This is an optimization exercise on Yosys and OpenROAD, whose aim is small area, not a production implementation. The RTL was checked by simulation tests, not by an equivalence proof against the original design. Power and IR drop assume default switching activity.

$ cat flow/design.v
`timescale 1ns / 1ps
module vga_test(
    input clk,
    input rst,
    input btn_right, btn_left, btn_up, btn_down,
    input btn_fire,
    input buzz_sw,
    output [3:0] vga_r, vga_g, vga_b,
    output hsync, vsync,
    output buzz
);
  function [15:0] addc;             
    input [15:0] a, b; input cin;
    integer i; reg c;
    begin
      c = cin;
      for (i = 0; i < 16; i = i + 1) begin
        addc[i] = a[i] ^ b[i] ^ c;
        c = (a[i] & b[i]) | (a[i] & c) | (b[i] & c);
      end
    end
  endfunction
  function [15:0] sub16; input [15:0] a, b; sub16 = addc(a, ~b, 1'b1); endfunction
  function [15:0] inc16; input [15:0] a; inc16 = addc(a, 16'd0, 1'b1); endfunction
  function [15:0] dec16; input [15:0] a; dec16 = addc(a, 16'hffff, 1'b0); endfunction
  function ge16;                    
    input [15:0] a, b;
    integer i; reg c;
    begin
      c = 1'b1;
      for (i = 0; i < 16; i = i + 1) c = (a[i] & ~b[i]) | (a[i] & c) | (~b[i] & c);
      ge16 = c;
    end
  endfunction
  function [8:0] updn9;             
    input [8:0] a; input up;
    integer i; reg c;
    begin
      c = 1'b1;
      for (i = 0; i < 9; i = i + 1) begin
        updn9[i] = a[i] ^ c;
        c = c & ~(a[i] ^ up);
      end
    end
  endfunction
  function [8:0] inc9; input [8:0] a; reg [15:0] t; begin t = inc16({7'd0, a}); inc9 = t[8:0]; end endfunction
  function [2:0] rom_user;
    input [4:0] r;
    input [4:0] c;
    begin
      case ({r, c})
        10'd133: rom_user = 3'd7;
        10'd134: rom_user = 3'd7;
        10'd135: rom_user = 3'd7;
        10'd167: rom_user = 3'd7;
        10'd168: rom_user = 3'd7;
        10'd169: rom_user = 3'd7;
        10'd202: rom_user = 3'd7;
        10'd203: rom_user = 3'd7;
        10'd228: rom_user = 3'd7;
        10'd229: rom_user = 3'd7;
        10'd230: rom_user = 3'd7;
        10'd231: rom_user = 3'd7;
        10'd234: rom_user = 3'd7;
        10'd235: rom_user = 3'd7;
        10'd260: rom_user = 3'd7;
        10'd261: rom_user = 3'd7;
        10'd262: rom_user = 3'd7;
        10'd263: rom_user = 3'd7;
        10'd266: rom_user = 3'd7;
        10'd267: rom_user = 3'd7;
        10'd298: rom_user = 3'd7;
        10'd299: rom_user = 3'd7;
        10'd304: rom_user = 3'd7;
        10'd327: rom_user = 3'd7;
        10'd328: rom_user = 3'd7;
        10'd329: rom_user = 3'd7;
        10'd334: rom_user = 3'd7;
        10'd335: rom_user = 3'd7;
        10'd336: rom_user = 3'd7;
        10'd337: rom_user = 3'd7;
        10'd357: rom_user = 3'd7;
        10'd358: rom_user = 3'd7;
        10'd359: rom_user = 3'd7;
        10'd365: rom_user = 3'd7;
        10'd366: rom_user = 3'd7;
        10'd367: rom_user = 3'd7;
        10'd368: rom_user = 3'd7;
        10'd369: rom_user = 3'd7;
        10'd370: rom_user = 3'd7;
        10'd396: rom_user = 3'd7;
        10'd397: rom_user = 3'd5;
        10'd398: rom_user = 3'd7;
        10'd399: rom_user = 3'd3;
        10'd400: rom_user = 3'd7;
        10'd401: rom_user = 3'd7;
        10'd402: rom_user = 3'd7;
        10'd403: rom_user = 3'd7;
        10'd429: rom_user = 3'd7;
        10'd430: rom_user = 3'd7;
        10'd431: rom_user = 3'd7;
        10'd432: rom_user = 3'd3;
        10'd433: rom_user = 3'd7;
        10'd434: rom_user = 3'd3;
        10'd435: rom_user = 3'd3;
        10'd461: rom_user = 3'd7;
        10'd462: rom_user = 3'd7;
        10'd463: rom_user = 3'd7;
        10'd464: rom_user = 3'd3;
        10'd465: rom_user = 3'd7;
        10'd466: rom_user = 3'd3;
        10'd467: rom_user = 3'd3;
        10'd493: rom_user = 3'd7;
        10'd494: rom_user = 3'd7;
        10'd495: rom_user = 3'd7;
        10'd496: rom_user = 3'd3;
        10'd497: rom_user = 3'd7;
        10'd498: rom_user = 3'd3;
        10'd499: rom_user = 3'd3;
        10'd525: rom_user = 3'd7;
        10'd526: rom_user = 3'd7;
        10'd527: rom_user = 3'd7;
        10'd528: rom_user = 3'd3;
        10'd529: rom_user = 3'd7;
        10'd530: rom_user = 3'd3;
        10'd531: rom_user = 3'd3;
        10'd557: rom_user = 3'd7;
        10'd558: rom_user = 3'd7;
        10'd559: rom_user = 3'd7;
        10'd560: rom_user = 3'd3;
        10'd561: rom_user = 3'd7;
        10'd562: rom_user = 3'd3;
        10'd563: rom_user = 3'd3;
        10'd589: rom_user = 3'd7;
        10'd590: rom_user = 3'd7;
        10'd591: rom_user = 3'd7;
        10'd592: rom_user = 3'd3;
        10'd593: rom_user = 3'd7;
        10'd594: rom_user = 3'd3;
        10'd595: rom_user = 3'd3;
        10'd621: rom_user = 3'd7;
        10'd622: rom_user = 3'd7;
        10'd623: rom_user = 3'd7;
        10'd624: rom_user = 3'd3;
        10'd625: rom_user = 3'd7;
        10'd626: rom_user = 3'd3;
        10'd627: rom_user = 3'd3;
        10'd653: rom_user = 3'd7;
        10'd654: rom_user = 3'd7;
        10'd655: rom_user = 3'd7;
        10'd656: rom_user = 3'd3;
        10'd657: rom_user = 3'd7;
        10'd658: rom_user = 3'd3;
        10'd659: rom_user = 3'd3;
        10'd685: rom_user = 3'd7;
        10'd686: rom_user = 3'd7;
        10'd687: rom_user = 3'd7;
        10'd688: rom_user = 3'd3;
        10'd689: rom_user = 3'd7;
        10'd690: rom_user = 3'd3;
        10'd691: rom_user = 3'd3;
        10'd717: rom_user = 3'd7;
        10'd718: rom_user = 3'd7;
        10'd719: rom_user = 3'd7;
        10'd720: rom_user = 3'd3;
        10'd721: rom_user = 3'd7;
        10'd722: rom_user = 3'd3;
        10'd723: rom_user = 3'd3;
        10'd749: rom_user = 3'd7;
        10'd750: rom_user = 3'd7;
        10'd751: rom_user = 3'd7;
        10'd752: rom_user = 3'd3;
        10'd753: rom_user = 3'd7;
        10'd754: rom_user = 3'd3;
        10'd755: rom_user = 3'd3;
        10'd781: rom_user = 3'd7;
        10'd782: rom_user = 3'd7;
        10'd783: rom_user = 3'd7;
        10'd784: rom_user = 3'd3;
        10'd785: rom_user = 3'd7;
        10'd786: rom_user = 3'd3;
        10'd787: rom_user = 3'd3;
        10'd813: rom_user = 3'd7;
        10'd814: rom_user = 3'd7;
        10'd815: rom_user = 3'd7;
        10'd816: rom_user = 3'd3;
        10'd817: rom_user = 3'd7;
        10'd818: rom_user = 3'd3;
        10'd819: rom_user = 3'd3;
        10'd845: rom_user = 3'd7;
        10'd846: rom_user = 3'd7;
        10'd847: rom_user = 3'd7;
        10'd848: rom_user = 3'd7;
        10'd849: rom_user = 3'd7;
        10'd850: rom_user = 3'd7;
        10'd851: rom_user = 3'd3;
        default: rom_user = 3'd0;
      endcase
    end
  endfunction
  function [2:0] rom_fly;
    input [4:0] r;
    input [4:0] c;
    begin
      case ({r, c})
        10'd334: rom_fly = 3'd4;
        10'd335: rom_fly = 3'd4;
        10'd336: rom_fly = 3'd4;
        10'd337: rom_fly = 3'd4;
        10'd338: rom_fly = 3'd4;
        10'd365: rom_fly = 3'd4;
        10'd366: rom_fly = 3'd4;
        10'd367: rom_fly = 3'd4;
        10'd369: rom_fly = 3'd4;
        10'd370: rom_fly = 3'd4;
        10'd371: rom_fly = 3'd4;
        10'd398: rom_fly = 3'd4;
        10'd399: rom_fly = 3'd4;
        10'd400: rom_fly = 3'd4;
        10'd401: rom_fly = 3'd4;
        10'd402: rom_fly = 3'd4;
        10'd429: rom_fly = 3'd1;
        10'd430: rom_fly = 3'd1;
        10'd431: rom_fly = 3'd1;
        10'd432: rom_fly = 3'd1;
        10'd433: rom_fly = 3'd1;
        10'd434: rom_fly = 3'd2;
        10'd462: rom_fly = 3'd1;
        10'd463: rom_fly = 3'd1;
        10'd464: rom_fly = 3'd1;
        10'd465: rom_fly = 3'd1;
        10'd492: rom_fly = 3'd7;
        10'd493: rom_fly = 3'd7;
        10'd494: rom_fly = 3'd2;
        10'd495: rom_fly = 3'd2;
        10'd496: rom_fly = 3'd2;
        10'd497: rom_fly = 3'd2;
        10'd498: rom_fly = 3'd2;
        10'd499: rom_fly = 3'd7;
        10'd500: rom_fly = 3'd7;
        10'd523: rom_fly = 3'd7;
        10'd524: rom_fly = 3'd7;
        10'd525: rom_fly = 3'd7;
        10'd526: rom_fly = 3'd7;
        10'd527: rom_fly = 3'd2;
        10'd528: rom_fly = 3'd2;
        10'd529: rom_fly = 3'd2;
        10'd530: rom_fly = 3'd7;
        10'd531: rom_fly = 3'd7;
        10'd532: rom_fly = 3'd7;
        10'd533: rom_fly = 3'd7;
        10'd553: rom_fly = 3'd7;
        10'd554: rom_fly = 3'd7;
        10'd555: rom_fly = 3'd7;
        10'd556: rom_fly = 3'd7;
        10'd557: rom_fly = 3'd7;
        10'd558: rom_fly = 3'd7;
        10'd559: rom_fly = 3'd2;
        10'd560: rom_fly = 3'd2;
        10'd561: rom_fly = 3'd2;
        10'd562: rom_fly = 3'd7;
        10'd563: rom_fly = 3'd7;
        10'd564: rom_fly = 3'd7;
        10'd565: rom_fly = 3'd7;
        10'd566: rom_fly = 3'd1;
        10'd586: rom_fly = 3'd7;
        10'd587: rom_fly = 3'd7;
        10'd588: rom_fly = 3'd7;
        10'd589: rom_fly = 3'd7;
        10'd590: rom_fly = 3'd2;
        10'd591: rom_fly = 3'd2;
        10'd592: rom_fly = 3'd2;
        10'd593: rom_fly = 3'd2;
        10'd594: rom_fly = 3'd2;
        10'd595: rom_fly = 3'd7;
        10'd596: rom_fly = 3'd7;
        10'd597: rom_fly = 3'd7;
        10'd598: rom_fly = 3'd7;
        10'd599: rom_fly = 3'd7;
        10'd616: rom_fly = 3'd7;
        10'd617: rom_fly = 3'd7;
        10'd618: rom_fly = 3'd7;
        10'd619: rom_fly = 3'd7;
        10'd620: rom_fly = 3'd7;
        10'd621: rom_fly = 3'd7;
        10'd622: rom_fly = 3'd2;
        10'd623: rom_fly = 3'd2;
        10'd624: rom_fly = 3'd2;
        10'd625: rom_fly = 3'd2;
        10'd626: rom_fly = 3'd2;
        10'd627: rom_fly = 3'd7;
        10'd628: rom_fly = 3'd7;
        10'd629: rom_fly = 3'd7;
        10'd630: rom_fly = 3'd7;
        10'd631: rom_fly = 3'd7;
        10'd632: rom_fly = 3'd7;
        10'd647: rom_fly = 3'd7;
        10'd648: rom_fly = 3'd7;
        10'd649: rom_fly = 3'd7;
        10'd650: rom_fly = 3'd7;
        10'd651: rom_fly = 3'd7;
        10'd652: rom_fly = 3'd7;
        10'd653: rom_fly = 3'd2;
        10'd654: rom_fly = 3'd2;
        10'd655: rom_fly = 3'd2;
        10'd656: rom_fly = 3'd2;
        10'd657: rom_fly = 3'd2;
        10'd658: rom_fly = 3'd2;
        10'd659: rom_fly = 3'd2;
        10'd660: rom_fly = 3'd7;
        10'd661: rom_fly = 3'd7;
        10'd662: rom_fly = 3'd7;
        10'd663: rom_fly = 3'd7;
        10'd664: rom_fly = 3'd7;
        10'd665: rom_fly = 3'd7;
        10'd679: rom_fly = 3'd7;
        10'd680: rom_fly = 3'd7;
        10'd681: rom_fly = 3'd7;
        10'd682: rom_fly = 3'd7;
        10'd683: rom_fly = 3'd7;
        10'd684: rom_fly = 3'd7;
        10'd685: rom_fly = 3'd2;
        10'd686: rom_fly = 3'd2;
        10'd687: rom_fly = 3'd2;
        10'd688: rom_fly = 3'd2;
        10'd689: rom_fly = 3'd2;
        10'd690: rom_fly = 3'd2;
        10'd691: rom_fly = 3'd2;
        10'd692: rom_fly = 3'd7;
        10'd693: rom_fly = 3'd7;
        10'd694: rom_fly = 3'd7;
        10'd695: rom_fly = 3'd7;
        10'd696: rom_fly = 3'd7;
        10'd697: rom_fly = 3'd7;
        10'd711: rom_fly = 3'd7;
        10'd712: rom_fly = 3'd7;
        10'd713: rom_fly = 3'd7;
        10'd714: rom_fly = 3'd7;
        10'd715: rom_fly = 3'd7;
        10'd716: rom_fly = 3'd7;
        10'd717: rom_fly = 3'd2;
        10'd718: rom_fly = 3'd2;
        10'd719: rom_fly = 3'd2;
        10'd720: rom_fly = 3'd2;
        10'd721: rom_fly = 3'd2;
        10'd722: rom_fly = 3'd2;
        10'd723: rom_fly = 3'd2;
        10'd724: rom_fly = 3'd7;
        10'd725: rom_fly = 3'd7;
        10'd726: rom_fly = 3'd7;
        10'd727: rom_fly = 3'd7;
        10'd728: rom_fly = 3'd7;
        10'd729: rom_fly = 3'd7;
        10'd743: rom_fly = 3'd7;
        10'd744: rom_fly = 3'd7;
        10'd746: rom_fly = 3'd7;
        10'd747: rom_fly = 3'd7;
        10'd750: rom_fly = 3'd2;
        10'd751: rom_fly = 3'd2;
        10'd752: rom_fly = 3'd2;
        10'd753: rom_fly = 3'd2;
        10'd754: rom_fly = 3'd2;
        10'd757: rom_fly = 3'd7;
        10'd758: rom_fly = 3'd7;
        10'd759: rom_fly = 3'd7;
        10'd760: rom_fly = 3'd7;
        10'd761: rom_fly = 3'd7;
        10'd776: rom_fly = 3'd7;
        10'd778: rom_fly = 3'd7;
        10'd783: rom_fly = 3'd2;
        10'd784: rom_fly = 3'd2;
        10'd785: rom_fly = 3'd2;
        10'd790: rom_fly = 3'd7;
        10'd791: rom_fly = 3'd7;
        10'd792: rom_fly = 3'd7;
        10'd793: rom_fly = 3'd7;
        default: rom_fly = 3'd0;
      endcase
    end
  endfunction
  function [95:0] row_mosq;
    input [4:0] r;
    begin
      case (r)
        5'd5: row_mosq = 96'hff8e00000000000000;
        5'd6: row_mosq = 96'hfc0000000000000000;
        5'd7: row_mosq = 96'h4fff9e0000000000000;
        5'd8: row_mosq = 96'h3fe00000000000000;
        5'd9: row_mosq = 96'h3f1c0e00000000000;
        5'd11: row_mosq = 96'he07924000000000;
        5'd12: row_mosq = 96'h140010db6000000000;
        5'd13: row_mosq = 96'h120101b6da0000000;
        5'd14: row_mosq = 96'h24920001f6020000000;
        5'd15: row_mosq = 96'h4b80001f0e3f000000;
        5'd16: row_mosq = 96'h38000000;
        5'd17: row_mosq = 96'h71c00000000281c0000;
        5'd18: row_mosq = 96'h20000000;
        5'd19: row_mosq = 96'hfc0000000000038000000;
        5'd20: row_mosq = 96'h38000000;
        default: row_mosq = 96'h0;
      endcase
    end
  endfunction
  function [2:0] rom_spider;
    input [5:0] r;
    input [5:0] c;
    reg [4:0] f;
    reg [2:0] lft, rgt; reg ex;
    begin
      f = c[5] ? ~c[4:0] : c[4:0];
      case ({r, f})
        11'd31: lft = 3'd3;
        11'd63: lft = 3'd3;
        11'd95: lft = 3'd3;
        11'd127: lft = 3'd3;
        11'd159: lft = 3'd3;
        11'd191: lft = 3'd3;
        11'd223: lft = 3'd3;
        11'd255: lft = 3'd3;
        11'd287: lft = 3'd3;
        11'd319: lft = 3'd3;
        11'd351: lft = 3'd3;
        11'd383: lft = 3'd3;
        11'd415: lft = 3'd3;
        11'd447: lft = 3'd3;
        11'd471: lft = 3'd4;
        11'd472: lft = 3'd4;
        11'd479: lft = 3'd3;
        11'd502: lft = 3'd4;
        11'd505: lft = 3'd4;
        11'd511: lft = 3'd3;
        11'd534: lft = 3'd4;
        11'd537: lft = 3'd4;
        11'd543: lft = 3'd3;
        11'd566: lft = 3'd4;
        11'd569: lft = 3'd4;
        11'd575: lft = 3'd3;
        11'd598: lft = 3'd4;
        11'd601: lft = 3'd4;
        11'd607: lft = 3'd3;
        11'd627: lft = 3'd4;
        11'd630: lft = 3'd4;
        11'd633: lft = 3'd4;
        11'd639: lft = 3'd3;
        11'd657: lft = 3'd4;
        11'd660: lft = 3'd4;
        11'd661: lft = 3'd4;
        11'd662: lft = 3'd4;
        11'd665: lft = 3'd4;
        11'd671: lft = 3'd3;
        11'd692: lft = 3'd4;
        11'd693: lft = 3'd4;
        11'd703: lft = 3'd3;
        11'd721: lft = 3'd4;
        11'd724: lft = 3'd4;
        11'd725: lft = 3'd4;
        11'd726: lft = 3'd4;
        11'd727: lft = 3'd4;
        11'd728: lft = 3'd4;
        11'd731: lft = 3'd4;
        11'd734: lft = 3'd4;
        11'd735: lft = 3'd3;
        11'd755: lft = 3'd4;
        11'd758: lft = 3'd4;
        11'd759: lft = 3'd4;
        11'd760: lft = 3'd4;
        11'd763: lft = 3'd4;
        11'd764: lft = 3'd4;
        11'd765: lft = 3'd4;
        11'd767: lft = 3'd4;
        11'd787: lft = 3'd4;
        11'd790: lft = 3'd4;
        11'd791: lft = 3'd4;
        11'd792: lft = 3'd4;
        11'd795: lft = 3'd4;
        11'd797: lft = 3'd4;
        11'd799: lft = 3'd4;
        11'd819: lft = 3'd4;
        11'd822: lft = 3'd4;
        11'd823: lft = 3'd4;
        11'd824: lft = 3'd4;
        11'd827: lft = 3'd4;
        11'd828: lft = 3'd7;
        11'd829: lft = 3'd4;
        11'd831: lft = 3'd4;
        11'd851: lft = 3'd4;
        11'd854: lft = 3'd4;
        11'd855: lft = 3'd4;
        11'd856: lft = 3'd4;
        11'd859: lft = 3'd4;
        11'd860: lft = 3'd4;
        11'd861: lft = 3'd4;
        11'd863: lft = 3'd4;
        11'd883: lft = 3'd4;
        11'd886: lft = 3'd4;
        11'd887: lft = 3'd4;
        11'd888: lft = 3'd4;
        11'd889: lft = 3'd4;
        11'd892: lft = 3'd4;
        11'd893: lft = 3'd4;
        11'd916: lft = 3'd4;
        11'd917: lft = 3'd4;
        11'd919: lft = 3'd4;
        11'd920: lft = 3'd4;
        11'd921: lft = 3'd4;
        11'd923: lft = 3'd4;
        11'd948: lft = 3'd4;
        11'd949: lft = 3'd4;
        11'd951: lft = 3'd4;
        11'd952: lft = 3'd4;
        11'd955: lft = 3'd4;
        11'd982: lft = 3'd4;
        11'd1015: lft = 3'd4;
        11'd1016: lft = 3'd4;
        11'd1017: lft = 3'd4;
        11'd1019: lft = 3'd4;
        11'd1047: lft = 3'd4;
        11'd1048: lft = 3'd4;
        11'd1049: lft = 3'd4;
        11'd1051: lft = 3'd4;
        11'd1078: lft = 3'd4;
        11'd1084: lft = 3'd4;
        11'd1085: lft = 3'd4;
        11'd1140: lft = 3'd4;
        11'd1141: lft = 3'd4;
        11'd1143: lft = 3'd4;
        11'd1144: lft = 3'd4;
        11'd1145: lft = 3'd4;
        11'd1147: lft = 3'd4;
        11'd1174: lft = 3'd4;
        11'd1175: lft = 3'd4;
        11'd1176: lft = 3'd4;
        11'd1177: lft = 3'd7;
        11'd1203: lft = 3'd4;
        11'd1207: lft = 3'd4;
        11'd1208: lft = 3'd4;
        11'd1209: lft = 3'd4;
        11'd1235: lft = 3'd4;
        11'd1238: lft = 3'd4;
        11'd1239: lft = 3'd4;
        11'd1240: lft = 3'd4;
        11'd1243: lft = 3'd4;
        11'd1265: lft = 3'd4;
        11'd1268: lft = 3'd4;
        11'd1269: lft = 3'd4;
        11'd1270: lft = 3'd4;
        11'd1273: lft = 3'd4;
        11'd1278: lft = 3'd4;
        11'd1279: lft = 3'd4;
        11'd1300: lft = 3'd4;
        11'd1301: lft = 3'd4;
        11'd1302: lft = 3'd4;
        11'd1310: lft = 3'd4;
        11'd1311: lft = 3'd4;
        11'd1329: lft = 3'd4;
        11'd1332: lft = 3'd4;
        11'd1333: lft = 3'd4;
        11'd1334: lft = 3'd4;
        11'd1337: lft = 3'd4;
        11'd1343: lft = 3'd4;
        11'd1393: lft = 3'd4;
        11'd1396: lft = 3'd4;
        11'd1397: lft = 3'd4;
        11'd1398: lft = 3'd4;
        11'd1401: lft = 3'd4;
        11'd1407: lft = 3'd4;
        11'd1427: lft = 3'd4;
        11'd1428: lft = 3'd4;
        11'd1429: lft = 3'd4;
        11'd1430: lft = 3'd4;
        11'd1433: lft = 3'd4;
        11'd1438: lft = 3'd4;
        11'd1439: lft = 3'd4;
        11'd1459: lft = 3'd4;
        11'd1460: lft = 3'd4;
        11'd1461: lft = 3'd4;
        11'd1462: lft = 3'd4;
        11'd1465: lft = 3'd4;
        11'd1470: lft = 3'd4;
        11'd1471: lft = 3'd4;
        11'd1492: lft = 3'd4;
        11'd1493: lft = 3'd4;
        11'd1495: lft = 3'd4;
        11'd1496: lft = 3'd4;
        11'd1499: lft = 3'd4;
        11'd1524: lft = 3'd4;
        11'd1525: lft = 3'd4;
        11'd1527: lft = 3'd4;
        11'd1528: lft = 3'd4;
        11'd1532: lft = 3'd4;
        11'd1533: lft = 3'd4;
        11'd1556: lft = 3'd4;
        11'd1557: lft = 3'd4;
        11'd1559: lft = 3'd4;
        11'd1560: lft = 3'd4;
        11'd1564: lft = 3'd4;
        11'd1565: lft = 3'd4;
        11'd1588: lft = 3'd4;
        11'd1589: lft = 3'd4;
        11'd1591: lft = 3'd4;
        11'd1592: lft = 3'd4;
        11'd1598: lft = 3'd4;
        11'd1620: lft = 3'd4;
        11'd1621: lft = 3'd4;
        11'd1623: lft = 3'd4;
        11'd1624: lft = 3'd4;
        11'd1631: lft = 3'd4;
        11'd1653: lft = 3'd4;
        11'd1655: lft = 3'd4;
        11'd1656: lft = 3'd4;
        11'd1663: lft = 3'd4;
        11'd1686: lft = 3'd4;
        11'd1718: lft = 3'd4;
        default: lft = 3'd0;
      endcase
      ex = 1'b0; rgt = 3'd0;
      case ({r, f})
        11'd31: begin ex = 1'b1; rgt = 3'd4; end
        11'd63: begin ex = 1'b1; rgt = 3'd4; end
        11'd95: begin ex = 1'b1; rgt = 3'd4; end
        11'd127: begin ex = 1'b1; rgt = 3'd4; end
        11'd159: begin ex = 1'b1; rgt = 3'd4; end
        11'd191: begin ex = 1'b1; rgt = 3'd4; end
        11'd223: begin ex = 1'b1; rgt = 3'd4; end
        11'd255: begin ex = 1'b1; rgt = 3'd4; end
        11'd287: begin ex = 1'b1; rgt = 3'd4; end
        11'd319: begin ex = 1'b1; rgt = 3'd4; end
        11'd351: begin ex = 1'b1; rgt = 3'd4; end
        11'd383: begin ex = 1'b1; rgt = 3'd4; end
        11'd415: begin ex = 1'b1; rgt = 3'd4; end
        11'd447: begin ex = 1'b1; rgt = 3'd4; end
        11'd479: begin ex = 1'b1; rgt = 3'd4; end
        11'd511: begin ex = 1'b1; rgt = 3'd4; end
        11'd543: begin ex = 1'b1; rgt = 3'd4; end
        11'd575: begin ex = 1'b1; rgt = 3'd4; end
        11'd607: begin ex = 1'b1; rgt = 3'd4; end
        11'd626: begin ex = 1'b1; rgt = 3'd4; end
        11'd639: begin ex = 1'b1; rgt = 3'd4; end
        11'd671: begin ex = 1'b1; rgt = 3'd4; end
        11'd703: begin ex = 1'b1; rgt = 3'd4; end
        11'd730: begin ex = 1'b1; rgt = 3'd4; end
        11'd735: begin ex = 1'b1; rgt = 3'd4; end
        11'd754: begin ex = 1'b1; rgt = 3'd4; end
        11'd762: begin ex = 1'b1; rgt = 3'd4; end
        11'd786: begin ex = 1'b1; rgt = 3'd4; end
        11'd794: begin ex = 1'b1; rgt = 3'd4; end
        11'd818: begin ex = 1'b1; rgt = 3'd4; end
        11'd826: begin ex = 1'b1; rgt = 3'd4; end
        11'd828: begin ex = 1'b1; rgt = 3'd4; end
        11'd850: begin ex = 1'b1; rgt = 3'd4; end
        11'd858: begin ex = 1'b1; rgt = 3'd4; end
        11'd882: begin ex = 1'b1; rgt = 3'd4; end
        11'd922: begin ex = 1'b1; rgt = 3'd4; end
        11'd954: begin ex = 1'b1; rgt = 3'd4; end
        11'd1018: begin ex = 1'b1; rgt = 3'd4; end
        11'd1050: begin ex = 1'b1; rgt = 3'd4; end
        11'd1051: begin ex = 1'b1; rgt = 3'd0; end
        11'd1146: begin ex = 1'b1; rgt = 3'd4; end
        11'd1170: begin ex = 1'b1; rgt = 3'd4; end
        11'd1171: begin ex = 1'b1; rgt = 3'd7; end
        11'd1202: begin ex = 1'b1; rgt = 3'd4; end
        11'd1206: begin ex = 1'b1; rgt = 3'd4; end
        11'd1234: begin ex = 1'b1; rgt = 3'd4; end
        11'd1242: begin ex = 1'b1; rgt = 3'd4; end
        11'd1426: begin ex = 1'b1; rgt = 3'd4; end
        11'd1458: begin ex = 1'b1; rgt = 3'd4; end
        11'd1498: begin ex = 1'b1; rgt = 3'd4; end
        default: begin ex = 1'b0; rgt = 3'd0; end
      endcase
      rom_spider = (c[5] & ex) ? rgt : lft;
    end
  endfunction
  localparam [1:0] S_INIT = 2'd0, S_NORMAL = 2'd1, S_BOSS = 2'd2, S_CLEAR = 2'd3;
  reg [9:0] h, v;
  reg hs, vs;
  wire [9:0] x = h, y = v;
  wire [15:0] h_inc = inc16({6'd0, h});
  wire [15:0] v_inc = inc16({6'd0, v});
  always @(posedge clk) begin
    if (rst) begin
      h <= 10'd0; v <= 10'd0;
    end else if ((h & 10'd799) == 10'd799) begin
      h <= 10'd0;
      v <= ((v & 10'd524) == 10'd524) ? 10'd0 : v_inc[9:0];
    end else
      h <= h_inc[9:0];
  end
  wire hline0 = (h == 10'd0);
  always @* begin
    hs = ~(ge16({6'd0, h}, 16'd657) & ~ge16({6'd0, h}, 16'd753));
    vs = ~(hline0 ? (v == 10'd491 || v == 10'd492) : (v[9:1] == 9'd245));
  end
  assign hsync = hs;
  assign vsync = vs;
  wire video_on = ~ge16({6'd0, h}, 16'd640) & ~ge16({6'd0, v}, 16'd480);
  reg [5:0] t33;
  wire tk33 = t33[5];
  wire [15:0] t33_inc = inc16({10'd0, t33});
  always @(posedge clk)
    if (rst || tk33) t33 <= 6'd0; else t33 <= t33_inc[5:0];
  reg [9:0] px;
  reg [8:0] py;
  wire [15:0] px_inc = inc16({6'd0, px}), px_dec = dec16({6'd0, px});
  wire [15:0] py_inc = inc16({7'd0, py}), py_dec = dec16({7'd0, py});
  always @(posedge clk) begin
    if (rst) begin
      px <= 10'd280; py <= 9'd400;
    end else if (tk33) begin
      if (btn_left && px != 10'd0) px <= px_dec[9:0];
      else if (btn_right && !((px & 10'd608) == 10'd608)) px <= px_inc[9:0];
      if (btn_up && py != 9'd0) py <= py_dec[8:0];
      else if (btn_down && !((py & 9'd448) == 9'd448)) py <= py_inc[8:0];
    end
  end
  reg [1:0] st;
  reg started, rall;
  reg [7:0] fy;                    
  reg [9:0] kc;                    
  reg [8:0] mc;                    
  reg sp_alive;
  reg [3:0] hp;
  reg [3:0] fa;
  reg [7:0] ma;
  wire enemy_rst = rst | rall;
  wire ftick = kc[9];
  wire mtick = (mc & 9'd500) == 9'd500;
  wire [15:0] kc_inc = inc16({6'd0, kc});
  wire [15:0] mc_inc = inc16({7'd0, mc});
  always @(posedge clk) begin
    if (rst) begin
      st <= S_INIT; started <= 1'b0; rall <= 1'b0;
    end else case (st)
      S_INIT: begin st <= S_NORMAL; started <= 1'b0; rall <= 1'b0; end
      S_NORMAL: if (fa == 4'd0 && ma == 8'd0) st <= S_BOSS;
      S_BOSS: if (!started) started <= 1'b1; else if (!sp_alive) st <= S_CLEAR;
      S_CLEAR: if ((fy[5:0] & 6'd48) == 6'd48   && (kc & 10'd848) == 10'd848) begin st <= S_INIT; rall <= 1'b1; end
    endcase
  end
  always @(posedge clk) begin
    if (rst || st == S_BOSS || (st == S_INIT && rall) || (st != S_CLEAR && ftick)) kc <= 10'd0;
    else kc <= kc_inc[9:0];
    if (enemy_rst || st == S_CLEAR || (st == S_BOSS && !sp_alive) || mtick) mc <= 9'd0;
    else mc <= mc_inc[8:0];
  end
  reg [7:0] act;
  reg [9:0] bs [0:7];              
  reg [8:0] by [0:7];
  reg [7:0] hit;                   
  reg prev_fire;
  wire fire = btn_fire & ~prev_fire;
  wire [15:0] px20 = addc({6'd0, px}, 16'd20, 1'b0);
  wire [7:0] fire_j;
  genvar j, i;
  generate for (j = 0; j < 8; j = j + 1) begin : bl
    if (j == 0) assign fire_j[j] = fire & ~act[0];
    else assign fire_j[j] = fire & ~act[j] & (&act[j-1:0]);
    wire [15:0] by_dec = dec16({7'd0, by[j]});
    wire by_zero = (by[j] == 9'd0);
    always @(posedge clk) begin
      if (rst) act[j] <= 1'b0;
      else if (hit[j]) act[j] <= 1'b0;
      else if (fire_j[j]) act[j] <= 1'b1;
      else if (tk33 && act[j] && by_zero) act[j] <= 1'b0;
      if (!act[j]) begin
        bs[j] <= px20[9:0];
        by[j] <= py;
      end else if (tk33)           
        by[j] <= by_dec[8:0];
    end
  end endgenerate
  always @(posedge clk)
    if (rst) prev_fire <= 1'b0; else prev_fire <= btn_fire;
  wire [15:0] fy_inc = inc16({8'd0, fy});
  wire [3:0] fcol [0:7];
  wire [15:0] fy16 = addc({8'd0, fy}, 16'd16, 1'b0);
  wire [7:0] fyin;
  wire [7:0] fly_bhit;
  wire [3:0] fly_kill_m [0:7];
  generate for (j = 0; j < 8; j = j + 1) begin : fb
    assign fyin[j] = ge16({8'd0, by[j][8:1]}, {8'd0, fy}) & ~ge16({8'd0, by[j][8:1]}, fy16);
    for (i = 0; i < 4; i = i + 1) begin : fc
      assign fcol[j][i] = ge16({6'd0, bs[j]}, 208 + 50*i) & ~ge16({6'd0, bs[j]}, 240 + 50*i);
    end
    assign fly_kill_m[j] = (act[j] & fyin[j]) ? fcol[j] : 4'd0;
    assign fly_bhit[j] = act[j] & fyin[j] & ((fcol[j] & fa) != 4'd0);
  end endgenerate
  wire [3:0] fly_kill = fly_kill_m[0] | fly_kill_m[1] | fly_kill_m[2] | fly_kill_m[3] |
                        fly_kill_m[4] | fly_kill_m[5] | fly_kill_m[6] | fly_kill_m[7];
  always @(posedge clk) begin
    if (enemy_rst) begin
      fy <= 8'd0; fa <= 4'b1111;
    end else if (st == S_BOSS) begin
      fy <= 8'd0;                  
    end else if (st == S_CLEAR) begin
      if (kc == 10'd1023) fy <= fy_inc[7:0];    
    end else if (ftick) begin
      fy <= ((fy & 8'd224) == 8'd224) ? 8'd0 : fy_inc[7:0];
      fa <= fa & ~fly_kill;
    end
  end
  reg [8:0] mq [0:7];              
  reg [7:0] mdir;
  wire [7:0] xm [0:7];             
  wire [7:0] mqy, spy;
  generate for (j = 0; j < 8; j = j + 1) begin : my
    assign mqy[j] = ge16({7'd0, by[j]}, 16'd92) & ~ge16({7'd0, by[j]}, 16'd132);
    assign spy[j] = ~ge16({7'd0, by[j]}, 16'd32);
  end endgenerate
  wire [15:0] m0p20 = addc({7'd0, mq[0]}, 16'd20, 1'b0);
  generate for (j = 0; j < 8; j = j + 1) begin : x0
    assign xm[0][j] = ge16({7'd0, bs[j][9:1]}, {7'd0, mq[0]}) & ~ge16({7'd0, bs[j][9:1]}, {6'd0, m0p20[9:0]});
  end endgenerate
  reg [2:0] rc;                    
  reg [7:1] mask [0:7];
  wire [9:0] eng_s = fire ? px20[9:0] : bs[rc];
  wire [7:1] eng_x;
  wire [15:0] eng_a19 = sub16({7'd0, eng_s[9:1]}, 16'd19);
  wire eng_lo = ~ge16({7'd0, eng_s[9:1]}, 16'd19);
  generate for (i = 1; i < 8; i = i + 1) begin : en
    assign eng_x[i] = ge16({7'd0, eng_s[9:1]}, {7'd0, mq[i]}) & (eng_lo | ge16({7'd0, mq[i]}, {7'd0, eng_a19[8:0]}));
  end endgenerate
  wire [15:0] rc_inc = inc16({13'd0, rc});
  always @(posedge clk)
    if (rst) rc <= 3'd0; else if (!fire) rc <= rc_inc[2:0];
  generate for (j = 0; j < 8; j = j + 1) begin : mk
    always @(posedge clk)
      if (fire ? fire_j[j] : (rc == j)) mask[j] <= eng_x;
    for (i = 1; i < 8; i = i + 1) begin : mb
      assign xm[i][j] = mask[j][i];
    end
  end endgenerate
  wire [7:0] mq_kill;
  wire [7:0] mq_bhit_m [0:7];
  generate for (i = 0; i < 8; i = i + 1) begin : mo
    wire [7:0] hv = xm[i] & act & mqy;
    assign mq_kill[i] = ma[i] & (hv != 8'd0);
    assign mq_bhit_m[i] = ma[i] ? hv : 8'd0;
    always @(posedge clk) begin
      if (enemy_rst) begin
        mq[i] <= 30 + 60*i; mdir[i] <= 1'b1; ma[i] <= 1'b1;
      end else if (i == 0 && st == S_BOSS && !sp_alive) begin
        mq[i] <= 9'd160; mdir[i] <= 1'b1;
      end else if (mtick) begin
        mq[i] <= updn9(mq[i], mdir[i]);
        if (!ge16({7'd0, mq[i]}, 16'd6)) mdir[i] <= 1'b1;
        else if (ge16({7'd0, mq[i]}, 16'd299)) mdir[i] <= 1'b0;
        if (mq_kill[i]) ma[i] <= 1'b0;
      end
    end
  end endgenerate
  wire [7:0] mq_bhit = mq_bhit_m[0] | mq_bhit_m[1] | mq_bhit_m[2] | mq_bhit_m[3] |
                       mq_bhit_m[4] | mq_bhit_m[5] | mq_bhit_m[6] | mq_bhit_m[7];
  wire sp_on = (st == S_BOSS) & sp_alive;
  wire [7:0] sp_bhit = sp_on ? (xm[0] & act & spy) : 8'd0;
  always @(posedge clk) begin
    if (rst || st != S_BOSS) begin
      sp_alive <= 1'b0; hp <= 4'd0;
    end else if (!sp_alive) begin
      sp_alive <= 1'b1; hp <= 4'd10;
    end else if (sp_bhit != 8'd0) begin
      if (hp[3:1] != 3'd0) hp <= dec16({12'd0, hp});
      else begin hp <= 4'd0; sp_alive <= 1'b0; end
    end
  end
  always @(posedge clk)
    hit <= (enemy_rst ? 8'd0 : ((ftick ? fly_bhit : 8'd0) | (mtick ? mq_bhit : 8'd0))) |
           (rst ? 8'd0 : sp_bhit);
  reg [11:0] fc;                   
  wire [15:0] fc_inc = inc16({4'd0, fc});
  always @(posedge clk) if (rst) fc <= 12'hfff; else fc <= fc_inc[11:0];
  reg [8:0] ring [0:31];
  wire star_on;
  wire [8:0] head_in = ring[12];
  wire [8:0] head_init = ({9{h[4:0] == 5'd0}} & 9'd25) |
    ({9{h[4:0] == 5'd1}} & 9'd23) |
    ({9{h[4:0] == 5'd2}} & 9'd45) |
    ({9{h[4:0] == 5'd3}} & 9'd75) |
    ({9{h[4:0] == 5'd4}} & 9'd37) |
    ({9{h[4:0] == 5'd5}} & 9'd7) |
    ({9{h[4:0] == 5'd6}} & 9'd61) |
    ({9{h[4:0] == 5'd7}} & 9'd21) |
    ({9{h[4:0] == 5'd8}} & 9'd6) |
    ({9{h[4:0] == 5'd9}} & 9'd13) |
    ({9{h[4:0] == 5'd10}} & 9'd56) |
    ({9{h[4:0] == 5'd11}} & 9'd33) |
    ({9{h[4:0] == 5'd12}} & 9'd1) |
    ({9{h[4:0] == 5'd13}} & 9'd18) |
    ({9{h[4:0] == 5'd14}} & 9'd11) |
    ({9{h[4:0] == 5'd15}} & 9'd40) |
    ({9{h[4:0] == 5'd16}} & 9'd8) |
    ({9{h[4:0] == 5'd17}} & 9'd16) |
    ({9{h[4:0] == 5'd18}} & 9'd32) |
    ({9{h[4:0] == 5'd19}} & 9'd9) |
    ({9{h[4:0] == 5'd20}} & 9'd5) |
    ({9{h[4:0] == 5'd21}} & 9'd4) |
    ({9{h[4:0] == 5'd22}} & 9'd48) |
    ({9{h[4:0] == 5'd23}} & 9'd12) |
    ({9{h[4:0] == 5'd24}} & 9'd3) |
    ({9{h[4:0] == 5'd25}} & 9'd28) |
    ({9{h[4:0] == 5'd26}} & 9'd29) |
    ({9{h[4:0] == 5'd27}} & 9'd10) |
    ({9{h[4:0] == 5'd28}} & 9'd19) |
    ({9{h[4:0] == 5'd29}} & 9'd20) |
    ({9{h[4:0] == 5'd30}} & 9'd60) |
    ({9{h[4:0] == 5'd31}} & 9'd50);
  wire [1:0] head_tap = ({2{h[4:0] == 5'd1}} & 2'd1) |
    ({2{h[4:0] == 5'd3}} & 2'd1) |
    ({2{h[4:0] == 5'd5}} & 2'd1) |
    ({2{h[4:0] == 5'd7}} & 2'd1) |
    ({2{h[4:0] == 5'd9}} & 2'd1) |
    ({2{h[4:0] == 5'd11}} & 2'd1) |
    ({2{h[4:0] == 5'd12}} & 2'd2) |
    ({2{h[4:0] == 5'd13}} & 2'd1) |
    ({2{h[4:0] == 5'd15}} & 2'd1) |
    ({2{h[4:0] == 5'd16}} & 2'd2) |
    ({2{h[4:0] == 5'd17}} & 2'd1) |
    ({2{h[4:0] == 5'd18}} & 2'd2) |
    ({2{h[4:0] == 5'd19}} & 2'd1) |
    ({2{h[4:0] == 5'd20}} & 2'd2) |
    ({2{h[4:0] == 5'd21}} & 2'd1) |
    ({2{h[4:0] == 5'd23}} & 2'd1) |
    ({2{h[4:0] == 5'd25}} & 2'd1) |
    ({2{h[4:0] == 5'd27}} & 2'd1) |
    ({2{h[4:0] == 5'd29}} & 2'd1) |
    ({2{h[4:0] == 5'd30}} & 2'd2) |
    ({2{h[4:0] == 5'd31}} & 2'd1);
  wire head_en = (head_tap == 2'd0 & (ge16({4'd0, fc}, 16'd4085) | ~ge16({4'd0, fc}, 16'd21))) |
                 (head_tap == 2'd1 & (ge16({4'd0, fc}, 16'd4086) | ~ge16({4'd0, fc}, 16'd22))) |
                 (head_tap == 2'd2 & (ge16({4'd0, fc}, 16'd1) & ~ge16({4'd0, fc}, 16'd33)));
  wire [8:0] head_base = initing ? head_init : head_in;
  wire [8:0] head_out = (initing | head_en) ? (((head_base & 9'd479) == 9'd479) ? head_init : inc9(head_base)) : head_base;
  wire vis0 = (h == 10'd50) | (h == 10'd100) | (h == 10'd150) | (h == 10'd200) | (h == 10'd250) | (h == 10'd300) | (h == 10'd400) | (h == 10'd450) | (h == 10'd500) | (h == 10'd550) | (h == 10'd590);
  wire ton0 = vis0 & (y == {1'b0, ring[0]});
  wire vis1 = (h == 10'd110) | (h == 10'd170) | (h == 10'd200) | (h == 10'd230) | (h == 10'd260) | (h == 10'd290) | (h == 10'd320) | (h == 10'd350) | (h == 10'd380) | (h == 10'd410) | (h == 10'd440) | (h == 10'd470) | (h == 10'd500) | (h == 10'd530) | (h == 10'd560) | (h == 10'd620);
  wire ton1 = vis1 & (y == {1'b0, ring[1]});
  wire vis2 = (h == 10'd20) | (h == 10'd50) | (h == 10'd80) | (h == 10'd140) | (h == 10'd350);
  wire ton2 = vis2 & (y == {1'b0, head_out});
  reg initing;
  always @(posedge clk) if (rst) initing <= 1'b1; else if (h == 10'd799) initing <= 1'b0;
  assign star_on = (ton0 | ton1 | ton2) & ~initing;
  integer k;
  always @(posedge clk) begin
    for (k = 0; k < 32; k = k + 1) ring[k] <= ring[(k + 1) % 32];
    ring[11] <= head_out;
  end
  reg [10:0] csol, cla;
  reg tsol, tla, playing, note;
  reg [16:0] dur;
  wire srst = rst | buzz_sw;
  wire [15:0] csol_inc = inc16({5'd0, csol}), cla_inc = inc16({5'd0, cla}), dur_inc = inc16(dur[15:0]);
  always @(posedge clk) begin
    if (srst) begin
      csol <= 11'd0; tsol <= 1'b0; cla <= 11'd0; tla <= 1'b0;
    end else begin
      if ((csol & 11'd1596) == 11'd1596) begin csol <= 11'd0; tsol <= ~tsol; end else csol <= csol_inc[10:0];
      if ((cla & 11'd1420) == 11'd1420) begin cla <= 11'd0; tla <= ~tla; end else cla <= cla_inc[10:0];
    end
  end
  wire dur_end = (dur & 17'd125000) == 17'd125000;
  always @(posedge clk) begin
    if (srst) begin
      playing <= 1'b0; note <= 1'b0; dur <= 17'd0;
    end else begin
      if (btn_fire && !playing) begin
        playing <= 1'b1; note <= 1'b0; dur <= 17'd0;
      end
      if (playing) begin
        if (dur_end) begin
          dur <= 17'd0;
          if (note) playing <= 1'b0; else note <= 1'b1;
        end else
          dur <= {dur[16] ^ (&dur[15:0]), dur_inc[15:0]};
      end
    end
  end
  assign buzz = playing & (note ? tla : tsol);
  wire [15:0] ux = sub16({6'd0, x}, {6'd0, px});
  wire [15:0] uy = sub16({6'd0, y}, {7'd0, py});
  wire [2:0] ucol = (ux[9:5] == 5'd0 && uy[9:5] == 5'd0) ? rom_user(uy[4:0], ux[4:0]) : 3'd0;
  wire [7:0] bv;
  generate for (j = 0; j < 8; j = j + 1) begin : bd
    wire [15:0] dx = sub16({6'd0, bs[j]}, {6'd0, x});
    wire [15:0] dy = sub16({6'd0, y}, {7'd0, by[j]});
    assign bv[j] = act[j] & (dx[9:3] == 7'd0) & (dx[2] ^ (dx[1] & dx[0])) & (dy[9:3] == 7'd0);
  end endgenerate
  wire bval = (bv != 8'd0);
  wire [15:0] sx = sub16({7'd0, x[9:1]}, {7'd0, mq[0]});
  wire [2:0] scol = (sp_alive && y[9:6] == 4'd0 && sx[8:5] == 4'd0) ? rom_spider(y[5:0], {sx[4:0], x[0]}) : 3'd0;
  wire [15:0] qy = sub16({6'd0, y}, 16'd100);
  wire [95:0] qrow = (qy[9:5] == 5'd0) ? row_mosq(qy[4:0]) : 96'd0;
  wire [15:0] qnz;                 
  generate for (j = 0; j < 16; j = j + 1) begin : qn
    assign qnz[j] = x[0] ? (qrow[6*j+5:6*j+3] != 3'd0) : (qrow[6*j+2:6*j] != 3'd0);
  end endgenerate
  wire [7:0] qc;
  wire [3:0] qlx [0:7];
  generate for (i = 0; i < 8; i = i + 1) begin : qd
    wire [15:0] dx = sub16({7'd0, x[9:1]}, {7'd0, mq[i]});
    assign qlx[i] = dx[3:0];
    assign qc[i] = ma[i] & (dx[8:4] == 5'd0) & qnz[dx[3:0]];
  end endgenerate
  wire [3:0] qwin = qc[0] ? qlx[0] : qc[1] ? qlx[1] : qc[2] ? qlx[2] : qc[3] ? qlx[3] :
                    qc[4] ? qlx[4] : qc[5] ? qlx[5] : qc[6] ? qlx[6] : qlx[7];
  wire [4:0] qcx = {qwin, x[0]};
  wire [2:0] mcol = (qc != 8'd0) ? qrow[qcx*3 +: 3] : 3'd0;
  wire [15:0] fdy = sub16({6'd0, y}, {7'd0, fy, 1'b0});
  wire [3:0] fin;
  generate for (i = 0; i < 4; i = i + 1) begin : fd
    assign fin[i] = fa[i] & ge16({6'd0, x}, 200 + 50*i) & ~ge16({6'd0, x}, 232 + 50*i);
  end endgenerate
  wire [4:0] foff = fin[0] ? 5'd24 : fin[1] ? 5'd6 : fin[2] ? 5'd20 : 5'd2;    
  wire [15:0] flx16 = addc({11'd0, x[4:0]}, {11'd0, foff}, 1'b0);
  wire [4:0] flx = flx16[4:0];
  wire [2:0] fcolr = (fin != 4'd0 && fdy[9:5] == 5'd0) ? rom_fly(fdy[4:0], flx) : 3'd0;
  wire [2:0] rgb = (ucol != 0) ? ucol : bval ? 3'd7 : (scol != 0) ? scol : (mcol != 0) ? mcol :
                   (fcolr != 0) ? fcolr : star_on ? 3'd7 : 3'd0;
  assign vga_r = {4{video_on & rgb[2]}};
  assign vga_g = {4{video_on & rgb[1]}};
  assign vga_b = {4{video_on & rgb[0]}};
endmodule
$ cat flow/run.sh
#!/bin/bash
# synth_recipe.tcl (not shown) runs the flow's synth.tcl, then flattens the netlist and writes it again
# the make line also repeats each setting of config.mk as NAME=value (left out here)
make -C /OpenROAD-flow-scripts/flow DESIGN_CONFIG=/design/flow/config.mk WORK_HOME=/design/flow/orfs CLKGATE_MAP_FILE= SYNTH_SCRIPT=/design/flow/synth_recipe.tcl finish
$ cat flow/config.mk
export PLATFORM = sky130hd
export DESIGN_NAME = vga_test
export DESIGN_NICKNAME = vga_test
export VERILOG_FILES = /design/flow/design.v
export SDC_FILE = /design/flow/constraint.sdc
export NUM_CORES = 4
export LEC_CHECK = 0
export ABC_AREA = 1
export CAP_MARGIN = 20
export CORE_MARGIN = 2
export CORE_UTILIZATION = 55
export CTS_BUF_LIST = sky130_fd_sc_hd__clkbuf_8
export CTS_CLUSTER_DIAMETER = 100
export CTS_CLUSTER_SIZE = 14
export GPL_TIMING_DRIVEN = 0
export PLACE_DENSITY = 0.65
export SLEW_MARGIN = 20
export SYNTH_MEMORY_MAX_BITS = 32768
$ cat flow/constraint.sdc
create_clock -name core_clock -period 12.5 [get_ports {clk}]
set_input_delay 2.5000 -clock core_clock [delete_from_list [all_inputs] [get_ports {clk}]]
set_output_delay 2.5000 -clock core_clock [all_outputs]
set_load 0.01 [all_outputs]
==> flow_metrics.py, run 1 <==
metrics = {
    "clock_tree": {
        "clock_latency_ns": 0.81,
        "htree_levels": 2,
        "cts_num_sinks": 745,
        "ctsResizeCount": 0,
        "cts_setup_buffers": 0,
        "cts.path.max_buffers": 3,
        "clk_pin_slew_worst_paths_ns": 0.11,
        "tritoncts": "built",
        "root_buffer": "clkbuf_8",
        "cts_hold_buf": 0,
        "numCtsBuffers": 61,
    },
    "sta": {
        "slew_headroom": 0.126,
        "fmax_mhz": 85.8,
        "rsz0062_at_grt": "false",
        "layout_min_cycle_time_ns": 11.65,
        "finalSetupViolCount": 0,
        "finClkSkew_ns": 0.0526,
        "worstMarginPinSlew_ns": 1.31,
        "hold_violations": 0,
        "fin_crit_sh": 0.932,
        "setup-tns-final_ns": 0,
        "maxSlewViolCount": 0,
    },
    "synth": {
        "synth-seq-cells": 745,
        "yosysTopAreaCell": "dfxtp_1",
        "synth-async-reset-ratio": 0,
        "synth_enable_flop_cells": 208,
        "synth.area.top_cells": "dfxtp_1 (24%), edfxtp_1 (14%), fa_1 (8.5%)",
        "synth.top_cell.area_share": 0.236,
        "netlist_instances": 5570,
        "synth_fp_nets": 6027,
        "syn_area_per_cell_um2": 8.19,
        "netlist_area_um2": 45600,
        "ys_types": 74,
        "seq_area_frac_synth": 0.373,
        "ys_warn_count": 6,
        "synthFlopType": "dfxtp_1",
    },
    "route": {
        "drt-pass1-iter-count": 9,
        "drt_iter0_markers": 5346,
        "routed_wl_um": 164000,
        "wl_per_cell_um": 24.2,
        "vias": 42800,
        "via_per_inst": 6.33,
        "drc_errors": 0,
        "drtAntennaViolNets": 0,
    },
    "place": {
        "hpwlAfterDp_um": 126000,
        "gp_congestion": 1.05,
        "place_area_um2": 47300,
        "port_buffers": 22,
    },
    "pwr": {
        "ir_worst_vdd_uv": 128,
        "powerDensity_nw_per_um2": 109,
        "p_leak_uw": 0.0202,
        "power_uw": 5260,
    },
    "setup_path": {
        "cp.required_ns": 10.00,
        "r2r_setup_slack_ns": 4.95,
        "r2r-start": "rc[0]$_SDFFE_PP0N_",
        "critPathArrivalTime_ns": 9.15,
        "crit_path_frequent_cell": "fa_1",
        "reg2regPathDepth": 27,
        "cp_max_fo": 13,
        "crit_path_cell_trace": "clkbuf_2 -> inv_1 -> clkbuf_2 -> o221ai_1 -> o21ai_0 -> fa_1 -> fa_1 -> fa_1 -> fa_1 -> fa_1 -> fa_1 -> o211ai_1 -> a2111oi_0 -> nand3_1 -> nand2_1 -> nor4_1 -> nand2_1 -> nor2_1 -> a21oi_1 -> buf_4 -> clkdlybuf4s50_1",
        "slowest_stage": "a2111oi_0",
        "endpoint_kind": "primary output",
        "critPathMaxStageDelay_ns": 0.92,
        "crit_type": "flip-flop to primary output",
        "startpoint_type": "flip-flop",
        "r2r-end": "mask[0][4]$_DFFE_PP_",
    },
    "floorplan": {
        "dieArea_um2": 85200,
        "core_area_um2": 82100,
        "die_y_um": 292,
        "die_w_um": 292,
        "num_rows": 105,
        "io_pins": 23,
        "start_util": 0.555,
    },
    "run_status": {
        "status": "timing/DRC/antenna clean",
    },
    "layout": {
        "postLayoutCellArea_um2": 48300,
        "fin_util": 0.589,
        "layout_commonest_cell": "nand2_1",
        "final_cell_mix": "nand2_1 (934), inv_1 (735), dfxtp_1 (533)",
        "final_layout_size_suffix_gt1_frac": 0.0401,
        "area_growth_pct": 5.98,
        "final_nets": 6117,
    },
    "grt": {
        "grt_pass1_vias": 40000,
        "antenna_found_initial": 3,
        "grt_usage": 0.377,
        "grt_start_max_net_pins": 20,
        "grt_pass1_wl_um": 245000,
        "grt_overflow": 0,
    },
    "worst_hold_path": {
        "hp-class": "flip-flop to flip-flop",
        "whs_path_depth": 0,
        "min_from": "ring[26][2]$_DFF_P_",
        "min_to": "ring[25][2]$_DFF_P_",
    },
    "job": {
        "maxCapViolCount": 0,
    },
}
==> cell type report <==
class | count | area [um^2]
multi-input combinational | 3882 | 25000
fill | 7618 | 33800
inverter | 764 | 2870
tap | 1070 | 1340
clock inverter | 30 | 178
timing repair buffer | 27 | 282
clock buffer | 63 | 867
sequential | 745 | 17000
antenna | 2 | 5.00
buffer | 179 | 806
==> critical path: cells and delay by family, from the launching register on <==
kind / cells / cell delay [ns]
adders and majority gates: 6 / 2.59
AOI/OAI and AO/OA: 5 / 2.04
buffers and inverters: 5 / 2.25
DFF: 1 / 0.77
and+or+nand+nor: 5 / 0.68
==> where the power goes <==
| part | leakage, uW | switching [uW] | total [uW] | internal, uW |
|---|---|---|---|---|
| Combinational | 0.0130 | 757 | 1080 | 327 |
| Sequential | 0.00654 | 118 | 2850 | 2730 |
| Clock | 0.000619 | 849 | 1320 | 473 |
| Total | 0.0202 | 1720 | 5260 | 3530 |
==> state kept, by name, indices dropped and copies added (netlist names), 9 cells and up <==
signal	flops
fc	12
kc	10
px	10
mc	9
dur	17
ring	288
mq	72
cla	11
h	10
mask	56
v	10
bs	80
by	72
csol	11
py	9
==> how the worst max path moves through the flow <==
stage | startpoint | end | slack (ns) | cells past startpoint
finish | v[1]$_SDFFE_PP0P_ | vga_b[3] | 0.85 | 21
floorplan | h[1]$_SDFF_PP0_ | vga_g[1] | 4.15 | 35
CTS | h[1]$_SDFF_PP0_ | vga_b[3] | 1.0 | 30
detailed placement | h[1]$_SDFF_PP0_ | vga_b[3] | 1.87 | 30
global route | h[1]$_SDFF_PP0_ | vga_g[3] | 0.46 | 31
global placement | v[1]$_SDFFE_PP0P_ | vga_b[3] | 1.33 | 21
==> cell usage after synthesis (9+ instances only) <==
master,number
ha_1,256
inv_1,719
buf_2,11
nand3_2,9
nor2_1,493
nand2_1,934
clkinv_1,28
o2111ai_1,39
dfxtp_1,537
nor3_1,92
o221ai_1,161
a22oi_1,13
a31oi_1,38
a221oi_1,21
o21ai_1,23
a21oi_1,277
inv_2,17
buf_4,16
o22ai_1,139
nand3b_1,11
or2_2,17
o211ai_1,71
fa_1,193
nand3_1,260
o21ai_0,414
xnor2_1,45
xor2_1,28
nand4_1,97
a211oi_1,57
a2111oi_0,23
o31ai_1,10
clkbuf_1,138
nand2_2,19
edfxtp_1,208
nor4_1,52
==> per-layer routing <==
| layer | GRT usage | vias up | wire length, um |
|---|---|---|---|
| met1 | 0.494 | 20200 | 64000 |
| met5 | 0 | - | 25 |
| met2 | 0.576 | 2582 | 70100 |
| met4 | 0.208 | 4 | 10600 |
| li1 | - | 19500 | - |
| met3 | 0.0900 | 569 | 18900 |
==> metrics by stage <==
| step | setup WS (ns) | hold slack (ns) | cells |
|---|---|---|---|
| after floorplan | 4.15 | 0.310 | 5570 |
| after global placement | 1.33 | 0.310 | 6662 |
| after detailed placement | 1.87 | 0.312 | 6667 |
| after CTS | 0.996 | 0.327 | 6760 |
| after global routing | 0.462 | 0.324 | 6761 |
| final | 0.846 | 0.323 | 6762 |
==> logic make-up after synthesis <==
group                    synth area share
buffers and inverters              0.0802
AO/OA/AOI/OAI                       0.187
flip-flops                          0.373
XOR/XNOR                           0.0144
AND/OR/NAND/NOR                     0.190
adder cells (fa/ha/maj)             0.155
==> run 2: changes to the inputs <==
--- a/flow/config.mk
+++ b/flow/config.mk
@@ -9,9 +9,9 @@
 export CAP_MARGIN = 20
 export CORE_MARGIN = 2
 export CORE_UTILIZATION = 55
-export CTS_BUF_LIST = sky130_fd_sc_hd__clkbuf_8
-export CTS_CLUSTER_DIAMETER = 100
-export CTS_CLUSTER_SIZE = 14
+export CTS_BUF_LIST = sky130_fd_sc_hd__clkbuf_4 sky130_fd_sc_hd__clkbuf_8 sky130_fd_sc_hd__clkbuf_16
+export CTS_CLUSTER_DIAMETER = 120
+export CTS_CLUSTER_SIZE = 20
 export GPL_TIMING_DRIVEN = 0
 export PLACE_DENSITY = 0.65
 export SLEW_MARGIN = 20
==> flow_metrics.py, run 2 <==
metrics = {
    "sta": {
        "fin_crit_sh": 0.929,
        "finClkSkew_ns": 0.0344,
        "maxSlewViolCount": 0,
        "rsz0062_at_grt": "false",
        "hold_violations": 0,
        "worstMarginPinSlew_ns": 1.32,
        "whs_ns": 0.322,
        "setup-tns-final_ns": 0,
        "finalSetupViolCount": 0,
        "fmax_mhz": 86.2,
        "slew_headroom": 0.119,
        "layout_min_cycle_time_ns": 11.61,
    },
    "setup_path": {
        "endpoint_kind": "primary output",
        "cp_top_family": "adder cells",
        "cp_num_buf_inv": 5,
        "startpoint_type": "flip-flop",
        "r2r_setup_slack_ns": 5.00,
        "crit_type": "flip-flop to primary output",
        "crit_path_frequent_cell": "fa_1",
        "critPathMaxStageDelay_ns": 0.96,
        "slowest_stage": "a2111oi_0",
        "cp.required_ns": 10.00,
        "crit_path_cell_trace": "clkbuf_2 -> inv_1 -> clkbuf_2 -> o221ai_1 -> o21ai_0 -> fa_1 -> fa_1 -> fa_1 -> fa_1 -> fa_1 -> fa_1 -> o211ai_1 -> a2111oi_0 -> nand3_1 -> nand2_1 -> nor4_1 -> nand2_1 -> nor2_1 -> a21oi_1 -> buf_4 -> clkdlybuf4s50_1",
        "cp_max_fo": 13,
        "critPathArrivalTime_ns": 9.11,
    },
    "pwr": {
        "comb_power_share": 0.196,
        "p_int_uw": 3790,
        "p_seq_frac": 0.515,
        "switching_power_uw": 1740,
        "ir_worst_vdd_uv": 140,
        "powerDensity_nw_per_um2": 114,
        "swShare": 0.315,
        "clkPwrFrac": 0.289,
        "p_leak_uw": 0.0203,
    },
    "grt": {
        "grt_start_max_net_pins": 22,
        "grt_pass1_vias": 39900,
        "grt_usage": 0.377,
        "antenna_found_initial": 0,
        "grt_overflow": 0,
        "grt_pass1_wl_um": 245000,
    },
    "worst_hold_path": {
        "hp-class": "flip-flop to flip-flop",
    },
    "layout": {
        "area_growth_pct": 6.80,
        "layout_commonest_cell": "nand2_1",
        "final_nets": 6101,
        "postLayoutCellArea_um2": 48700,
        "final_cell_mix": "nand2_1 (934), inv_1 (712), dfxtp_1 (533)",
        "largest_reg_flops": 288,
        "fill_cells": 7537,
        "final_layout_size_suffix_gt1_frac": 0.0402,
        "largest_registers": "ring: 288 flops, bs: 80 flops",
        "largest-register": "ring",
    },
    "clock_tree": {
        "tritoncts": "built",
        "cts_hold_buf": 0,
        "clk_pin_slew_worst_paths_ns": 0.10,
        "cts_setup_buffers": 0,
        "cts_num_sinks": 745,
        "ctsResizeCount": 0,
        "cts.path.max_buffers": 3,
        "root_buffer": "clkbuf_16",
        "numCtsBuffers": 45,
        "htree_levels": 2,
        "clock_latency_ns": 0.66,
    },
    "synth": {
        "synth.most_common_cell": "nand2_1",
        "netlist_top_cells_count": "nand2_1 (934), inv_1 (719), dfxtp_1 (537)",
        "synthFlopType": "dfxtp_1",
        "synth.area.top_cells": "dfxtp_1 (24%), edfxtp_1 (14%), fa_1 (8.5%)",
        "netlist_instances": 5570,
        "synth.top_cell.area_share": 0.236,
        "synth_fp_nets": 6027,
        "netlist_area_um2": 45600,
        "ys_warn_count": 6,
        "syn_area_per_cell_um2": 8.19,
        "synth-async-reset-ratio": 0,
        "ys_types": 74,
        "yosysTopAreaCell": "dfxtp_1",
        "seq_area_frac_synth": 0.373,
        "synth_enable_flop_cells": 208,
        "synth-seq-cells": 745,
    },
    "route": {
        "via_per_inst": 6.33,
        "routed_wl_um": 163000,
        "vias": 42700,
        "drtAntennaViolNets": 0,
        "drt_iter0_markers": 5536,
        "wl_per_cell_um": 24.3,
        "drt-pass1-iter-count": 6,
        "drc_errors": 0,
    },
    "floorplan": {
        "num_rows": 105,
        "die_y_um": 292,
        "io_pins": 23,
        "dieArea_um2": 85200,
        "start_util": 0.555,
        "core_area_um2": 82100,
        "die_w_um": 292,
    },
    "place": {
        "port_buffers": 22,
        "hpwlAfterDp_um": 126000,
        "gp_congestion": 1.05,
        "place_area_um2": 47300,
    },
    "job": {
        "maxCapViolCount": 0,
    },
    "run_status": {
        "status": "timing/DRC/antenna clean",
    },
}
run 2: per-stage QoR:
| step | setup slack, ns | std cells | utilization | power [uW] |
|---|---|---|---|---|
| floorplan | 4.15 | 5570 | - | 3560 |
| global placement | 1.33 | 6662 | 0.574 | 3930 |
| detailed placement | 1.87 | 6667 | 0.576 | 3930 |
| CTS | 1.16 | 6737 | 0.593 | 5510 |
| global route | 0.582 | 6737 | 0.593 | 5750 |
| finish | 0.893 | 6739 | 0.593 | 5530 |
run 2: final cells by class:
class / count / area [um^2] / share of cell area
diodes: 2 / 5.00 / 0.000103
clock buffers: 62 / 1270 / 0.0261
repair buffers: 27 / 282 / 0.00578
plain buffers: 179 / 806 / 0.0165
clock inverters: 8 / 146 / 0.00301
inverters: 764 / 2870 / 0.0589
well taps: 1070 / 1340 / 0.0275
multi-input cells: 3882 / 25000 / 0.513
flip-flops and latches: 745 / 17000 / 0.349
run 2: logic make-up after synthesis:
| group | count (synthesis) | synth area share |
|---|---|---|
| and+or+nand+nor | 2010 | 0.190 |
| xor gates and xnor gates | 74 | 0.0144 |
| buffers and inverters | 943 | 0.0802 |
| adders and majority gates | 449 | 0.155 |
| AOI/OAI and AO/OA | 1349 | 0.187 |
| DFF | 745 | 0.373 |
run 2: path summary, 6_finish.rpt:
| path | startpoint | endpoint | cells after the start |
|---|---|---|---|
| max | v[1]$_SDFFE_PP0P_ | vga_b[3] | 21 |
| min reg2reg | ring[16][5]$_DFF_P_ | ring[15][5]$_DFF_P_ | 0 |
| min | ring[16][5]$_DFF_P_ | ring[15][5]$_DFF_P_ | 0 |
| max reg2reg | rc[0]$_SDFFE_PP0N_ | mask[2][5]$_DFFE_PP_ | 27 |
run 2: metal layers:
layer,vias up,GRT usage,wire length [um]
li1,19500,-,-
met1,20200,0.497,64600
met4,0,0.210,10700
met3,504,0.0836,18000
met5,-,0,0
met2,2507,0.574,70100
run 2: worst reg2reg max path, cell delays in order (launching register included):
cell,delay (ns)
dfxtp_1,0.40
ha_1,0.20
ha_1,0.40
clkinv_1,0.51
nand4_1,0.66
inv_1,0.13
nand2_1,0.09
nand3_1,0.07
o21ai_1,0.41
clkbuf_1,0.57
inv_1,0.10
ha_1,0.20
inv_1,0.06
ha_1,0.15
ha_1,0.14
inv_1,0.04
ha_1,0.16
inv_1,0.06
ha_1,0.13
ha_1,0.14
ha_1,0.12
buf_1,0.46
inv_1,0.39
o221ai_1,0.27
o221ai_1,0.15
o211ai_1,0.11
o21ai_0,0.13
nor2_1,0.90
run 2: power by group through the flow:
stage	Clock (uW)	Sequential [uW]	Combinational [uW]
2_1_floorplan	0	2850	709
6_report	1600	2850	1080
4_1_cts	1620	2860	1030
3_3_place_gp	0	2900	1020
5_1_grt	1700	2880	1170
3_5_place_dp	0	2910	1030

[afterwards: timing with drivers on the ports]
The flow's constraints put no driver on any port. The routed layouts listed below were extracted and timed again, unchanged, in two steps. Step 1, drivers: a clkbuf_16 drives clk and a buf_2 each remaining input, both assumed. Step 2 times the ports against the registers' clock, not the clock port: input delays grow and output delays shrink by t, the midpoint of the rising clock arrivals with the driver on. Slacks: ideal ports / drivers / drivers and shift; pairs: ideal ports / drivers.
run	t (ns)	setup WS [ns]	worst register clock-pin slew, ns	worst data-port slew with drivers (ns)	pins driven straight from the clock port
run 1	0.842	0.846 / 0.777 / 1.619	0.12 / 0.12	0.03	1
run 2	0.717	0.893 / 0.819 / 1.536	0.10 / 0.10	0.03	1
After both steps setup and hold are still met in every run listed.
